Background: an optimization exercise with open tools, aiming at small area and a short achievable clock period. Do not read the settings as production practice. RTL that was checked went through simulation tests only; none was proved equivalent to the original. Power and IR drop assume default switching activity.

==> flow/design.v <==
module FPadd (
    input         ADD_SUB,
    input  [31:0] FP_A,
    input  [31:0] FP_B,
    input         clk,
    output reg [31:0] FP_Z
);
    integer i, l;
    wire [7:0]  eA = FP_A[30:23], eB = FP_B[30:23];
    wire        zA = ~|eA, zB = ~|eB;
    wire        ffA = &eA, ffB = &eB;
    wire        lowA = ~|eA[7:1], lowB = ~|eB[7:1];
    wire        dneg = (eA < eB) & ~lowB;
    wire        deq  = (eA == eB) | (lowA & lowB);
    wire [7:0]  dAB = eA - eB;
    wire [7:0]  dBA = eB - eA;
    wire        c   = zA ^ zB;
    wire [2:0]  hA = eA[7:5], hB = eB[7:5];
    wire        geAB = (eA[4:0] >= eB[4:0]), geBA = (eB[4:0] >= eA[4:0]);
    wire        eqL  = (eA[4:0] == eB[4:0]);
    wire        h2AB = ({1'b0, hA} >= {1'b0, hB} + 4'd2), h2BA = ({1'b0, hB} >= {1'b0, hA} + 4'd2);
    wire        h1AB = ({1'b0, hA} == {1'b0, hB} + 4'd1), h1BA = ({1'b0, hB} == {1'b0, hA} + 4'd1);
    wire        zAB  = h2AB | (h1AB & geAB & ~(c & eqL));
    wire        zBA  = h2BA | (h1BA & geBA & ~(c & eqL));
    wire [23:0] mA = {~zA, FP_A[22:0]}, mB = {~zB, FP_B[22:0]};
    reg  [23:0] lt, eqv;
    always @* begin
        lt  = ~mA & mB;
        eqv = ~(mA ^ mB);
        for (l = 0; (1 << l) < 24; l = l + 1)
            for (i = 0; i < 24; i = i + 1)
                if (((i >> l) & 1) == 1) begin
                    lt[i]  = lt[i] | (eqv[i] & lt[((i >> l) << l) - 1]);
                    eqv[i] = eqv[i] & eqv[((i >> l) << l) - 1];
                end
    end
    wire        swp = dneg | (deq & lt[23]);
    wire        xB  = FP_B[31] ^ ~ADD_SUB;
    reg  [23:0] ma1, mb1;
    reg         sa1, sub1, c1, swp1, zab1, zba1, nan1, inf1;
    reg  [4:0]  dab1, dba1;
    reg  [7:0]  e1;
    always @(posedge clk) begin
        ma1   <= mA;
        mb1   <= mB;
        sa1   <= FP_A[31];
        sub1  <= FP_A[31] ^ xB;
        c1    <= c;
        swp1  <= swp;
        dab1  <= dAB[4:0];
        dba1  <= dBA[4:0];
        zab1  <= zAB;
        zba1  <= zBA;
        e1    <= (eA < eB) ? eB : eA;
        nan1  <= (ffA & |FP_A[22:0]) | (ffB & |FP_B[22:0]) | (ffA & ffB & ~ADD_SUB);
        inf1  <= ffA | ffB;
    end
    wire [23:0] L0  = swp1 ? mb1 : ma1;
    wire [23:0] S0  = swp1 ? (ma1 ^ {24{sub1}}) : (mb1 ^ {24{sub1}});
    wire [4:0]  sh  = (swp1 ? dba1 : dab1) - {4'd0, c1};
    wire        shz = swp1 ? zba1 : zab1;
    wire [57:0] sw  = {{31{sub1}}, S0, {3{sub1}}} >> sh;
    wire [26:0] sal = shz ? {27{sub1}} : sw[26:0];
    reg  [23:0] l2;
    reg  [26:0] s2al;
    reg  [7:0]  e2;
    reg         sl2, sub2, nan2, inf2;
    always @(posedge clk) begin
        l2    <= L0;
        s2al  <= sal;
        e2    <= e1;
        sl2   <= sa1 ^ (swp1 & sub1);
        sub2  <= sub1;
        nan2  <= nan1;
        inf2  <= inf1;
    end
    wire [27:0] xo = {1'b0, l2, 3'b000};
    wire [27:0] yo = {sub2, s2al};
    reg  [27:0] g, p;
    always @* begin
        g = xo & yo;
        p = xo ^ yo;
        g[0] = g[0] | (p[0] & sub2);
        for (l = 0; (1 << l) < 28; l = l + 1)
            for (i = 0; i < 28; i = i + 1)
                if (((i >> l) & 1) == 1) begin
                    g[i] = g[i] | (p[i] & g[((i >> l) << l) - 1]);
                    p[i] = p[i] & p[((i >> l) << l) - 1];
                end
    end
    wire [27:0] M = (xo ^ yo) ^ {g[26:0], sub2};
    reg  [27:0] m3;
    reg  [7:0]  e3;
    reg         sl3, sub3, nan3, inf3;
    always @(posedge clk) begin
        m3   <= {M[27:1], 1'b0};
        e3   <= e2;
        sl3  <= sl2;
        sub3 <= sub2;
        nan3 <= nan2;
        inf3 <= inf2;
    end
    wire [31:0] w = {1'b0, m3[26:0], 1'b1, 3'b000};
    reg  [15:0] v1;  reg [15:0] c1l;
    reg  [7:0]  v2;  reg [15:0] c2l;
    reg  [3:0]  v3;  reg [11:0] c3l;
    reg  [1:0]  v4;  reg [7:0]  c4l;
    reg  [4:0]  cnt1;
    always @* begin
        for (i = 0; i < 16; i = i + 1) begin
            v1[i]  = w[2*i+1] | w[2*i];
            c1l[i] = ~w[2*i+1];
        end
        for (i = 0; i < 8; i = i + 1) begin
            v2[i] = v1[2*i+1] | v1[2*i];
            c2l[2*i+:2] = v1[2*i+1] ? {1'b0, c1l[2*i+1]} : {1'b1, c1l[2*i]};
        end
        for (i = 0; i < 4; i = i + 1) begin
            v3[i] = v2[2*i+1] | v2[2*i];
            c3l[3*i+:3] = v2[2*i+1] ? {1'b0, c2l[2*(2*i+1)+:2]} : {1'b1, c2l[2*(2*i)+:2]};
        end
        for (i = 0; i < 2; i = i + 1) begin
            v4[i] = v3[2*i+1] | v3[2*i];
            c4l[4*i+:4] = v3[2*i+1] ? {1'b0, c3l[3*(2*i+1)+:3]} : {1'b1, c3l[3*(2*i)+:3]};
        end
        cnt1 = v4[1] ? {1'b0, c4l[7:4]} : {1'b1, c4l[3:0]};
    end
    reg  [26:0] msk;
    always @* begin
        for (i = 0; i <= 26; i = i + 1)
            msk[i] = ({1'b0, e3} >= 9'd26 - i);
    end
    wire        zero = ~|m3;
    wire        top  = m3[27] | m3[26];
    wire        isDN = ~top & (e3 == 8'd1);
    wire        keep = top | (e3 == 8'd0) | isDN;
    wire        dnrm = ~|(m3[26:0] & msk);
    reg  [27:0] m4;
    reg  [4:0]  k4;
    reg  [7:0]  e4;
    reg         ez4, s4, nan4, inf4;
    always @(posedge clk) begin
        m4    <= m3;
        k4    <= m3[27] ? 5'd0 : keep ? 5'd1 : dnrm ? e3[4:0] : cnt1;
        e4    <= e3 + 8'd1;
        ez4   <= isDN | (~keep & dnrm) | zero;
        s4    <= sl3 & ~(sub3 & zero);
        nan4  <= nan3;
        inf4  <= inf3;
    end
    wire [28:0] ml = {m4, 1'b0} << k4;
    wire [7:0]  en = ez4 ? 8'd0 : (e4 - {3'b000, k4});
    reg  [24:0] sig5;
    reg  [7:0]  e5;
    reg         s5, nan5, inf5;
    always @(posedge clk) begin
        sig5  <= ml[28:4];
        e5    <= en;
        s5    <= s4;
        nan5  <= nan4;
        inf5  <= inf4;
    end
    reg  [24:0] a;
    always @* begin
        a = sig5;
        for (l = 0; (1 << l) < 25; l = l + 1)
            for (i = 0; i < 25; i = i + 1)
                if (((i >> l) & 1) == 1)
                    a[i] = a[i] & a[((i >> l) << l) - 1];
    end
    wire [22:0] frac = sig5[23:1] ^ a[22:0];
    wire        rc   = a[24];
    wire [7:0]  ez   = rc ? (e5 + 8'd1) : e5;
    wire        infz = inf5 | (ez == 8'hFF);
    always @(posedge clk) begin
        if (nan5)
            FP_Z <= {s5, 8'hFF, 23'h400000};
        else if (infz)
            FP_Z <= {s5, 8'hFF, 23'h000000};
        else
            FP_Z <= {s5, ez, frac};
    end
endmodule
==> flow/config.mk <==
export PLATFORM = sky130hd
export DESIGN_NAME = FPadd
export DESIGN_NICKNAME = FPadd
export VERILOG_FILES = /design/flow/design.v
export SDC_FILE = /design/flow/constraint.sdc
export NUM_CORES = 4
export LEC_CHECK = 0
export CAP_MARGIN = 20
export CORE_MARGIN = 2
export CORE_UTILIZATION = 40
export CTS_BUF_LIST = sky130_fd_sc_hd__clkbuf_8
export SETUP_SLACK_MARGIN = 4.2
export SLEW_MARGIN = 20
==> flow/constraint.sdc <==
create_clock -name core_clock -period 7.0 [get_ports {clk}]
set_input_delay 1.4000 -clock core_clock [delete_from_list [all_inputs] [get_ports {clk}]]
set_output_delay 1.4000 -clock core_clock [all_outputs]
set_load 0.01 [all_outputs]
standard.sh (not shown) runs the stock make flow with config.mk's settings and CLKGATE_MAP_FILE= SYNTH_SCRIPT=/design/flow/synth_recipe.tcl, a recipe that flattens the netlist after the stock synthesis.
==> flow/flow/run.sh <==
#!/bin/bash
# The standard layout (standard.sh: the standard ORFS synthesis through
# finish, unchanged) with two differences in how the layout is made:
#  - the buffers that global placement puts on every input and output port
#    are buf_2 cells instead of the default pick (clkdlybuf4s50_1, a slow
#    clock-delay cell);
#  - clock tree synthesis inserts no dummy loads.
set -euo pipefail
cd "$(dirname "$0")/.."
export BUFFER_PORTS_ARGS="-buffer_cell sky130_fd_sc_hd__buf_2"
export CTS_ARGS="-sink_clustering_enable -repair_clock_nets -dont_use_dummy_load -buf_list sky130_fd_sc_hd__clkbuf_8 -sink_clustering_size 16 -sink_clustering_max_diameter 80"
bash standard.sh > standard.log 2>&1
Rerun with:
--- a/flow/design.v
+++ b/flow/design.v
@@ -8,38 +8,44 @@
     integer i, l;
     wire [7:0]  eA = FP_A[30:23], eB = FP_B[30:23];
     wire        zA = ~|eA, zB = ~|eB;
     wire        ffA = &eA, ffB = &eB;
-    wire        lowA = ~|eA[7:1], lowB = ~|eB[7:1];
-    wire        dneg = (eA < eB) & ~lowB;
-    wire        deq  = (eA == eB) | (lowA & lowB);
-    wire [7:0]  dAB = eA - eB;
-    wire [7:0]  dBA = eB - eA;
+    reg  [7:0]  elt, eeq;
+    always @* begin
+        elt = ~eA & eB;
+        eeq = ~(eA ^ eB);
+        for (l = 0; (1 << l) < 8; l = l + 1)
+            for (i = 0; i < 8; i = i + 1)
+                if (((i >> l) & 1) == 1) begin
+                    elt[i] = elt[i] | (eeq[i] & elt[((i >> l) << l) - 1]);
+                    eeq[i] = eeq[i] & eeq[((i >> l) << l) - 1];
+                end
+    end
+    wire [4:0]  dAB = eA[4:0] - eB[4:0];
     wire        c   = zA ^ zB;
     wire [2:0]  hA = eA[7:5], hB = eB[7:5];
     wire        geAB = (eA[4:0] >= eB[4:0]), geBA = (eB[4:0] >= eA[4:0]);
-    wire        eqL  = (eA[4:0] == eB[4:0]);
     wire        h2AB = ({1'b0, hA} >= {1'b0, hB} + 4'd2), h2BA = ({1'b0, hB} >= {1'b0, hA} + 4'd2);
     wire        h1AB = ({1'b0, hA} == {1'b0, hB} + 4'd1), h1BA = ({1'b0, hB} == {1'b0, hA} + 4'd1);
-    wire        zAB  = h2AB | (h1AB & geAB & ~(c & eqL));
-    wire        zBA  = h2BA | (h1BA & geBA & ~(c & eqL));
+    wire        zAB  = h2AB | (h1AB & geAB);
+    wire        zBA  = h2BA | (h1BA & geBA);
     wire [23:0] mA = {~zA, FP_A[22:0]}, mB = {~zB, FP_B[22:0]};
-    reg  [23:0] lt, eqv;
+    reg  [30:0] lt, eqv;
     always @* begin
-        lt  = ~mA & mB;
-        eqv = ~(mA ^ mB);
-        for (l = 0; (1 << l) < 24; l = l + 1)
-            for (i = 0; i < 24; i = i + 1)
+        lt  = ~FP_A[30:0] & FP_B[30:0];
+        eqv = ~(FP_A[30:0] ^ FP_B[30:0]);
+        for (l = 0; (1 << l) < 31; l = l + 1)
+            for (i = 0; i < 31; i = i + 1)
                 if (((i >> l) & 1) == 1) begin
                     lt[i]  = lt[i] | (eqv[i] & lt[((i >> l) << l) - 1]);
                     eqv[i] = eqv[i] & eqv[((i >> l) << l) - 1];
                 end
     end
-    wire        swp = dneg | (deq & lt[23]);
+    wire        swp = lt[30];
     wire        xB  = FP_B[31] ^ ~ADD_SUB;
     reg  [23:0] ma1, mb1;
-    reg         sa1, sub1, c1, swp1, zab1, zba1, nan1, inf1;
-    reg  [4:0]  dab1, dba1;
+    reg         sa1, sub1, c1, swp1, zab1, zba1, ii1;
+    reg  [4:0]  dab1;
     reg  [7:0]  e1;
     always @(posedge clk) begin
         ma1   <= mA;
         mb1   <= mB;
@@ -47,33 +53,30 @@
         sub1  <= FP_A[31] ^ xB;
         c1    <= c;
         swp1  <= swp;
         dab1  <= dAB[4:0];
-        dba1  <= dBA[4:0];
         zab1  <= zAB;
         zba1  <= zBA;
-        e1    <= (eA < eB) ? eB : eA;
-        nan1  <= (ffA & |FP_A[22:0]) | (ffB & |FP_B[22:0]) | (ffA & ffB & ~ADD_SUB);
-        inf1  <= ffA | ffB;
+        e1    <= elt[7] ? eB : eA;
+        ii1   <= ffA & ffB & ~ADD_SUB;   
     end
     wire [23:0] L0  = swp1 ? mb1 : ma1;
     wire [23:0] S0  = swp1 ? (ma1 ^ {24{sub1}}) : (mb1 ^ {24{sub1}});
-    wire [4:0]  sh  = (swp1 ? dba1 : dab1) - {4'd0, c1};
+    wire [4:0]  sh  = swp1 ? (~dab1 + {4'd0, ~c1}) : (dab1 - {4'd0, c1});
     wire        shz = swp1 ? zba1 : zab1;
     wire [57:0] sw  = {{31{sub1}}, S0, {3{sub1}}} >> sh;
     wire [26:0] sal = shz ? {27{sub1}} : sw[26:0];
     reg  [23:0] l2;
     reg  [26:0] s2al;
     reg  [7:0]  e2;
-    reg         sl2, sub2, nan2, inf2;
+    reg         sl2, sub2, nan2;
     always @(posedge clk) begin
         l2    <= L0;
         s2al  <= sal;
         e2    <= e1;
         sl2   <= sa1 ^ (swp1 & sub1);
         sub2  <= sub1;
-        nan2  <= nan1;
-        inf2  <= inf1;
+        nan2  <= ii1 | ((e1 == 8'hFF) & |L0[22:0]);
     end
     wire [27:0] xo = {1'b0, l2, 3'b000};
     wire [27:0] yo = {sub2, s2al};
     reg  [27:0] g, p;
@@ -90,16 +93,15 @@
     end
     wire [27:0] M = (xo ^ yo) ^ {g[26:0], sub2};
     reg  [27:0] m3;
     reg  [7:0]  e3;
-    reg         sl3, sub3, nan3, inf3;
+    reg         sl3, sub3, nan3;
     always @(posedge clk) begin
         m3   <= {M[27:1], 1'b0};
         e3   <= e2;
         sl3  <= sl2;
         sub3 <= sub2;
         nan3 <= nan2;
-        inf3 <= inf2;
     end
     wire [31:0] w = {1'b0, m3[26:0], 1'b1, 3'b000};
     reg  [15:0] v1;  reg [15:0] c1l;
     reg  [7:0]  v2;  reg [15:0] c2l;
@@ -145,9 +147,9 @@
         e4    <= e3 + 8'd1;
         ez4   <= isDN | (~keep & dnrm) | zero;
         s4    <= sl3 & ~(sub3 & zero);
         nan4  <= nan3;
-        inf4  <= inf3;
+        inf4  <= (e3 == 8'hFF);   
     end
     wire [28:0] ml = {m4, 1'b0} << k4;
     wire [7:0]  en = ez4 ? 8'd0 : (e4 - {3'b000, k4});
     reg  [24:0] sig5;
=> Sequential cell count shrinks by 7. Routed wire length decreases by 8.0%. Final cell count shrinks by 2.7%. Combinational power grows by about 7%. Power rises by 1.3%.
For the first run of this note, only the layout was checked, not whether the RTL still works.

---

## wip/garnet
FPadd, a different RTL version from the one above (not shown whole).
Size in the first run: ~1400 cells after synthesis, ~290 flip-flops, ~98 I/O pins, ~14000 um^2 of cells after synthesis.
==> module FPadd, before the edit <==
module FPadd (
    input         ADD_SUB,
    input  [31:0] FP_A,
    input  [31:0] FP_B,
    input         clk,
    output reg [31:0] FP_Z
);
    integer i, l;
    wire [7:0]  eA = FP_A[30:23], eB = FP_B[30:23];
    wire        zA = ~|eA, zB = ~|eB;
    wire        ffA = &eA, ffB = &eB;
    wire        lowA = ~|eA[7:1], lowB = ~|eB[7:1];
    wire        dneg = (eA < eB) & ~lowB;
    wire        deq  = (eA == eB) | (lowA & lowB);
    wire [7:0]  dAB = eA - eB;
    wire [7:0]  dBA = eB - eA;
    wire        c   = zA ^ zB;
    wire [2:0]  hA = eA[7:5], hB = eB[7:5];
    wire        geAB = (eA[4:0] >= eB[4:0]), geBA = (eB[4:0] >= eA[4:0]);
    wire        eqL  = (eA[4:0] == eB[4:0]);
    wire        h2AB = ({1'b0, hA} >= {1'b0, hB} + 4'd2), h2BA = ({1'b0, hB} >= {1'b0, hA} + 4'd2);
    wire        h1AB = ({1'b0, hA} == {1'b0, hB} + 4'd1), h1BA = ({1'b0, hB} == {1'b0, hA} + 4'd1);
    wire        zAB  = h2AB | (h1AB & geAB & ~(c & eqL));
    wire        zBA  = h2BA | (h1BA & geBA & ~(c & eqL));
    wire [23:0] mA = {~zA, FP_A[22:0]}, mB = {~zB, FP_B[22:0]};
    reg  [23:0] lt, eqv;
    always @* begin
        lt  = ~mA & mB;
        eqv = ~(mA ^ mB);
        for (l = 0; (1 << l) < 24; l = l + 1)
            for (i = 0; i < 24; i = i + 1)
                if (((i >> l) & 1) == 1) begin
                    lt[i]  = lt[i] | (eqv[i] & lt[((i >> l) << l) - 1]);
                    eqv[i] = eqv[i] & eqv[((i >> l) << l) - 1];
                end
    end
    wire        swp = dneg | (deq & lt[23]);
    wire        xB  = FP_B[31] ^ ~ADD_SUB;
    reg  [23:0] ma1, mb1;
    reg         sa1, sub1, c1, swp1, zab1, zba1, nan1, inf1;
    reg  [4:0]  dab1, dba1;
    reg  [7:0]  e1;
    always @(posedge clk) begin
        ma1   <= mA;
        mb1   <= mB;
        sa1   <= FP_A[31];
        sub1  <= FP_A[31] ^ xB;
        c1    <= c;
        swp1  <= swp;
        dab1  <= dAB[4:0];
        dba1  <= dBA[4:0];
        zab1  <= zAB;
        zba1  <= zBA;
        e1    <= (eA < eB) ? eB : eA;
        nan1  <= (ffA & |FP_A[22:0]) | (ffB & |FP_B[22:0]) | (ffA & ffB & ~ADD_SUB);
        inf1  <= ffA | ffB;
    end
    wire [23:0] L0  = swp1 ? mb1 : ma1;
    wire [23:0] S0  = swp1 ? (ma1 ^ {24{sub1}}) : (mb1 ^ {24{sub1}});
    wire [4:0]  sh  = (swp1 ? dba1 : dab1) - {4'd0, c1};
    wire        shz = swp1 ? zba1 : zab1;
    wire [57:0] sw  = {{31{sub1}}, S0, {3{sub1}}} >> sh;
    wire [26:0] sal = shz ? {27{sub1}} : sw[26:0];
    reg  [23:0] l2;
    reg  [26:0] s2al;
    reg  [7:0]  e2;
    reg         sl2, sub2, nan2, inf2;
    always @(posedge clk) begin
        l2    <= L0;
        s2al  <= sal;
        e2    <= e1;
        sl2   <= sa1 ^ (swp1 & sub1);
        sub2  <= sub1;
        nan2  <= nan1;
        inf2  <= inf1;
    end
    wire [27:0] xo = {1'b0, l2, 3'b000};
    wire [27:0] yo = {sub2, s2al};
    reg  [27:0] g, p;
    always @* begin
        g = xo & yo;
        p = xo ^ yo;
        g[0] = g[0] | (p[0] & sub2);
        for (l = 0; (1 << l) < 28; l = l + 1)
            for (i = 0; i < 28; i = i + 1)
                if (((i >> l) & 1) == 1) begin
                    g[i] = g[i] | (p[i] & g[((i >> l) << l) - 1]);
                    p[i] = p[i] & p[((i >> l) << l) - 1];
                end
    end
    wire [27:0] M = (xo ^ yo) ^ {g[26:0], sub2};
    reg  [27:0] m3;
    reg  [7:0]  e3;
    reg         sl3, sub3, nan3, inf3;
    always @(posedge clk) begin
        m3   <= M;
        e3   <= e2;
        sl3  <= sl2;
        sub3 <= sub2;
        nan3 <= nan2;
        inf3 <= inf2;
    end
    reg  [4:0]  cnt1;
    always @* begin
        cnt1 = 5'd28;
        for (i = 0; i <= 26; i = i + 1)
            if (m3[i]) cnt1 = 5'd27 - i[4:0];
    end
    reg  [26:0] msk;
    always @* begin
        for (i = 0; i <= 26; i = i + 1)
            msk[i] = ({1'b0, e3} >= 9'd26 - i);
    end
    wire        zero = ~|m3;
    wire        top  = m3[27] | m3[26];
    wire        isDN = ~top & (e3 == 8'd1);
    wire        keep = top | (e3 == 8'd0) | isDN;
    wire        dnrm = ~|(m3[26:0] & msk);
    reg  [27:0] m4;
    reg  [4:0]  k4;
    reg  [7:0]  e4;
    reg         ez4, s4, nan4, inf4;
    always @(posedge clk) begin
        m4    <= m3;
        k4    <= m3[27] ? 5'd0 : keep ? 5'd1 : dnrm ? e3[4:0] : cnt1;
        e4    <= e3 + 8'd1;
        ez4   <= isDN | (~keep & dnrm) | zero;
        s4    <= sl3 & ~(sub3 & zero);
        nan4  <= nan3;
        inf4  <= inf3;
    end
    wire [28:0] ml = {m4, 1'b0} << k4;
    wire [7:0]  en = ez4 ? 8'd0 : (e4 - {3'b000, k4});
    reg  [24:0] sig5;
    reg  [7:0]  e5;
    reg         s5, nan5, inf5;
    always @(posedge clk) begin
        sig5  <= ml[28:4];
        e5    <= en;
        s5    <= s4;
        nan5  <= nan4;
        inf5  <= inf4;
    end
    reg  [24:0] a;
    always @* begin
        a = sig5;
        for (l = 0; (1 << l) < 25; l = l + 1)
            for (i = 0; i < 25; i = i + 1)
                if (((i >> l) & 1) == 1)
                    a[i] = a[i] & a[((i >> l) << l) - 1];
    end
    wire [22:0] frac = sig5[23:1] ^ a[22:0];
    wire        rc   = a[24];
    wire [7:0]  ez   = rc ? (e5 + 8'd1) : e5;
    wire        infz = inf5 | (ez == 8'hFF);
    always @(posedge clk) begin
        if (nan5)
            FP_Z <= {s5, 8'hFF, 23'h400000};
        else if (infz)
            FP_Z <= {s5, 8'hFF, 23'h000000};
        else
            FP_Z <= {s5, ez, frac};
    end
endmodule
Settings: LEC_CHECK=0, CAP_MARGIN=20, CORE_MARGIN=2, CORE_UTILIZATION=40, CTS_BUF_LIST=sky130_fd_sc_hd__clkbuf_4, SETUP_SLACK_MARGIN=4.2, SLEW_MARGIN=20; clock period 7.0 ns.
==> flow/flow/run.sh <==
#!/bin/bash
# The standard layout (standard.sh: the standard ORFS synthesis through
# finish, unchanged) with two differences in how the layout is made:
#  - the buffers that global placement puts on every input and output port
#    are buf_2 cells instead of the default pick (clkdlybuf4s50_1, a slow
#    clock-delay cell);
#  - clock tree synthesis inserts no dummy loads.
set -euo pipefail
cd "$(dirname "$0")/.."
export BUFFER_PORTS_ARGS="-buffer_cell sky130_fd_sc_hd__buf_2"
export CTS_ARGS="-sink_clustering_enable -repair_clock_nets -dont_use_dummy_load -buf_list sky130_fd_sc_hd__clkbuf_4"
bash standard.sh > standard.log 2>&1
Here is what was changed in the inputs of wip/ember compared with wip/garnet.
-- flow/design.v --
<<< wip/garnet, line 16
    wire [7:0]  dBA = eB - eA;
    wire        c   = zA ^ zB;
    wire [2:0]  hA = eA[7:5], hB = eB[7:5];
    wire        geAB = (eA[4:0] >= eB[4:0]), geBA = (eB[4:0] >= eA[4:0]);
    wire        eqL  = (eA[4:0] == eB[4:0]);
    wire        h2AB = ({1'b0, hA} >= {1'b0, hB} + 4'd2), h2BA = ({1'b0, hB} >= {1'b0, hA} + 4'd2);
    wire        h1AB = ({1'b0, hA} == {1'b0, hB} + 4'd1), h1BA = ({1'b0, hB} == {1'b0, hA} + 4'd1);
    wire        zAB  = h2AB | (h1AB & geAB & ~(c & eqL));
    wire        zBA  = h2BA | (h1BA & geBA & ~(c & eqL));
    wire [23:0] mA = {~zA, FP_A[22:0]}, mB = {~zB, FP_B[22:0]};
    reg  [23:0] lt, eqv;
>>> wip/ember, line 16
    wire [7:0]  dBA = eB - eA;
    wire        c   = zA ^ zB;
    wire [23:0] mA = {~zA, FP_A[22:0]}, mB = {~zB, FP_B[22:0]};
    reg  [23:0] lt, eqv;
<<< wip/garnet, line 50
        dab1  <= dAB[4:0];
        dba1  <= dBA[4:0];
        zab1  <= zAB;
        zba1  <= zBA;
        e1    <= (eA < eB) ? eB : eA;
        nan1  <= (ffA & |FP_A[22:0]) | (ffB & |FP_B[22:0]) | (ffA & ffB & ~ADD_SUB);
>>> wip/ember, line 43
        dab1  <= dAB[4:0];
        dba1  <= dBA[4:0];
        zab1  <= (|dAB[7:5]) & ~(c & (dAB == 8'd32));
        zba1  <= (|dBA[7:5]) & ~(c & (dBA == 8'd32));
        e1    <= (eA < eB) ? eB : eA;
        nan1  <= (ffA & |FP_A[22:0]) | (ffB & |FP_B[22:0]) | (ffA & ffB & ~ADD_SUB);
<<< wip/garnet, line 120
    reg  [4:0]  k4;
    reg  [7:0]  e4;
    reg         ez4, s4, nan4, inf4;
    always @(posedge clk) begin
        m4    <= m3;
        k4    <= m3[27] ? 5'd0 : keep ? 5'd1 : dnrm ? e3[4:0] : cnt1;
        e4    <= e3 + 8'd1;
        ez4   <= isDN | (~keep & dnrm) | zero;
        s4    <= sl3 & ~(sub3 & zero);
        nan4  <= nan3;
        inf4  <= inf3;
    end
    wire [28:0] ml = {m4, 1'b0} << k4;
>>> wip/ember, line 113
    reg  [4:0]  k4;
    reg  [7:0]  e4;
    reg         ez4, s4, nan4, inf4, zero4;
    always @(posedge clk) begin
        m4    <= m3;
        k4    <= m3[27] ? 5'd0 : keep ? 5'd1 : dnrm ? e3[4:0] : cnt1;
        e4    <= e3 + 8'd1;
        ez4   <= isDN | (~keep & dnrm);
        s4    <= sl3 & ~(sub3 & zero);
        nan4  <= nan3;
        inf4  <= inf3;
        zero4 <= zero;
    end
    wire [28:0] ml = {m4, 1'b0} << k4;
<<< wip/garnet, line 134
    reg  [24:0] sig5;
    reg  [7:0]  e5;
    reg         s5, nan5, inf5;
    always @(posedge clk) begin
        sig5  <= ml[28:4];
>>> wip/ember, line 128
    reg  [24:0] sig5;
    reg  [7:0]  e5;
    reg         s5, nan5, inf5, zero5;
    always @(posedge clk) begin
        sig5  <= ml[28:4];
<<< wip/garnet, line 141
        nan5  <= nan4;
        inf5  <= inf4;
    end
    reg  [24:0] a;
>>> wip/ember, line 135
        nan5  <= nan4;
        inf5  <= inf4;
        zero5 <= zero4;
    end
    reg  [24:0] a;
<<< wip/garnet, line 159
        else if (infz)
            FP_Z <= {s5, 8'hFF, 23'h000000};
        else
            FP_Z <= {s5, ez, frac};
>>> wip/ember, line 154
        else if (infz)
            FP_Z <= {s5, 8'hFF, 23'h000000};
        else if (zero5)
            FP_Z <= {s5, 8'h00, 23'h000000};
        else
            FP_Z <= {s5, ez, frac};
## What came out
- Comparing wip/garnet and wip/ember, number of clock buffer instances in the layout is higher on wip/ember.
- In wip/ember relative to wip/garnet, overall routed net length had gone down slightly.
- wip/ember: sequential share of layout area 0.55 points above wip/garnet
- k4[0]$_SDFF_PP0_ as the endpoint of the most critical setup path was reported by wip/garnet, and zab1$_DFF_P_ by wip/ember.
- Utilization after layout: wip/garnet and wip/ember compared, higher one is wip/garnet
- In the tables for wip/garnet and wip/ember, fraction of the cycle the final worst path needs reads lower with wip/ember.
- On initial cell density of the core, wip/garnet and wip/ember are basically level.
- The net count after synthesis reported for wip/ember is smaller than that of wip/garnet by 1.3%.
For wip/garnet, only the layout was checked, not whether the RTL still works.

## afterwards: timing with drivers on the ports
The results above use ideal ports. As a check the final layouts listed here were re-extracted and re-timed, cells and wires unchanged.
Step 1, drivers: a clkbuf_16 drives clk and a buf_2 each remaining input, both assumed.
Step 2 times the ports against the registers' clock, not the clock port: input delays grow and output delays shrink by t, the midpoint of the rising clock arrivals with the driver on.
a / b / c = ideal / step 1 / step 2; a / b = the first two.
| run | t, ns | slack for setup (ns) | hold WS [ns] | cell pins on the clock port's net |
|---|---|---|---|---|
| the first run of note 1 | 0.593 | 4.281 / 4.285 / 3.692 | 0.325 / 0.325 / 0.325 | 1 |
| the second run of note 1 | 0.569 | 4.309 / 4.312 / 3.763 | 0.323 / 0.323 / 0.323 | 1 |
| wip/garnet | 0.705 | 4.151 / 4.151 / 3.695 | 0.317 / 0.317 / 0.317 | 1 |
| wip/ember | 0.700 | 4.238 / 4.264 / 3.564 | 0.299 / 0.299 / 0.299 | 1 |
After both steps setup and hold are still met in every run listed. For wip/ember, which loses most, drivers alone change the setup slack by +0.026 ns; drivers and shift together by -0.674 ns.
